Background: an optimization exercise with open tools, aiming at small area, a short achievable clock period and few clock cycles. Do not read the settings as production practice.
In this exercise RTL edits were held to simulation tests only and were not proved equivalent to the original.
No activity file was given, so power comes from the tool's default toggle rates.

Setup of v46:
## risc_v
module risc_v(clk, rst, imem_addr, imem_rdata, dmem_addr, dmem_wdata, dmem_we, dmem_rdata);
For scale: about 4,900 cells after synthesis, ~1,400 flip-flops, about 160 I/O pins, ~61,000 sq um of cells after synthesis.
==> flow/config.mk <==
export PLATFORM = sky130hd
export DESIGN_NAME = risc_v
export DESIGN_NICKNAME = risc_v
export VERILOG_FILES = /design/flow/design.v
export SDC_FILE = /design/flow/constraint.sdc
export NUM_CORES = 4
export LEC_CHECK = 0
export CAP_MARGIN = 20
export CORE_MARGIN = 2
export CORE_UTILIZATION = 40
export PLACE_DENSITY = 0.5
export SETUP_SLACK_MARGIN = 5
export SLEW_MARGIN = 20
==> flow/constraint.sdc <==
create_clock -name core_clock -period 10.0 [get_ports {clk}]
set_input_delay 2.0000 -clock core_clock [delete_from_list [all_inputs] [get_ports {clk}]]
set_output_delay 2.0000 -clock core_clock [all_outputs]
set_load 0.01 [all_outputs]
run.sh (not shown) runs the stock make flow with config.mk's settings and CLKGATE_MAP_FILE= SYNTH_SCRIPT=/design/flow/synth_recipe.tcl, a recipe that flattens the netlist after the stock synthesis.
Both conditions hold for v46: the flow ran to the end and the final layout passed the timing, DRC and antenna checks.
Testbench counts of v46, summed over its fixed seeds: cycles 32,738.
The following lists how v15 was set up differently from v46:
Settings: PLACE_DENSITY: 0.5 -> 0.6; SLEW_MARGIN: 20 -> 40; CAP_MARGIN: 20 -> 40; CORE_UTILIZATION: 40 -> 50; SETUP_SLACK_MARGIN: 5 -> unset.
==> flow/flow/run.sh (new file) <==
#!/bin/bash
set -euo pipefail
bash standard.sh SETUP_SLACK_MARGIN=6 finish > standard_flow.log 2>&1
==> flow/standard.sh (new file) <==
#!/bin/bash
# synth_recipe.tcl (not shown) runs the flow's synth.tcl, then flattens the netlist and writes it again
# the make line also repeats each setting of config.mk as NAME=value (left out here)
make -C /OpenROAD-flow-scripts/flow DESIGN_CONFIG=/design/flow/config.mk WORK_HOME=/design/flow/orfs CLKGATE_MAP_FILE= SYNTH_SCRIPT=/design/flow/synth_recipe.tcl "${@:-finish}"
removed: flow/run.sh
- Re clock period minus final worst setup slack: v15 is 570 ps down on v46.
- v15 against v46: transition time at the pin with the least slew margin decreased by 160 ps relative to the old numbers, number of standard cells in the layout, taps in and fillers out decreased by about 4.4% relative to the old numbers.
- Against v46, v15 comes in 3 higher on number of antenna violations at the first check in global routing.
- The final reports for v15 and v46 show met3 wirelength from detailed routing higher in the former.
- Lower area added between synthesis and finish goes to v46 over v15.
- v15 vs v46: final area up
- Compared with v46, in v15 setup slack picked up an extra 570 ps, switching power picked up an extra about 1.3%.
- When v15 is set beside v46, its number of well taps turns out to be about 20% smaller.
- The clock power reported for v15 is smaller than that of v46 by about 2%.
Setup changes, v15 to v48
Settings: an added TNS_END_PERCENT of 30; a change of CORE_UTILIZATION from 50 to 40; a change of PLACE_DENSITY from 0.6 to 0.5.
Notes after the runs:
The run showing the greater minimum clock period after layout is v48.
Sequential power delta (v48 -> v15): insignificant
Comparing die area for v15 and v48, the bigger number came from v48.
Post-detailed-routing wire length delta (v48 − v15): unfavourable
Antenna diode instance count: v48 vs v15 up 4
v48 vs v15: fmax down slightly
Measured against v48, the number of standard cells in the final layout excluding fillers of v15 comes out at 0.942 times the reference value.
Going from v15 to v48, the worst hold slack was found to have gone up by 3.4 ps.
Changes in v32 relative to v48:
Settings: a change of SLEW_MARGIN from 40 to 20; a deleted TNS_END_PERCENT that had been 30; a change of CAP_MARGIN from 40 to 20.
## What came out
- Although v32 finished all stages, its layout failed final checks on capacitance limit, slew limit.
- On maximum number of pins on one net before global-route repair: v32 sits below v48.
- When v32 is set beside v48, its final worst-path setup slack turns out to be 98 ps larger.
- Between v48 and v32, sequential share of layout area decreased.
- Delta (v32 minus v48): area after detailed placement went down about 0.37%, combined flip-flop and latch cell area held, area of combinational cells with multiple inputs went up about 1.1%.
- Run comparison: v32 start point of the critical path opb[2]; v48 start point of the critical path opb[5]
- There was hardly any difference in final cell count between v32 and v48.
- | filler cell count | v48 vs v32 | ≈ equal |

## afterwards: timing with drivers on the ports
How much do the figures lean on ideal ports? The routed layouts below were timed once more, with nothing changed but the port constraints.
Step 1 assumes that a clkbuf_16 drives the clock port and a buf_2 every other input.
Step 2 times the ports against the registers' clock, not the clock port: input delays grow and output delays shrink by t, the midpoint of the rising clock arrivals with the driver on.
Three values: no drivers, after step 1, after step 2; two values: the first two.
run	shift t [ns]	slack for setup (ns)	hold slack, ns
v46	0.866	5.126 / 5.126 / 4.508	0.310 / 0.310 / 0.310
v15	0.864	5.698 / 5.698 / 5.271	0.320 / 0.320 / 0.320
v48	0.885	5.619 / 5.619 / 5.228	0.323 / 0.323 / 0.323
v32	0.885	5.717 / 5.717 / 5.290	0.326 / 0.326 / 0.326
The setup slack of v46, which loses most, moves by 0.000 ns with the drivers and by -0.618 ns with both steps.
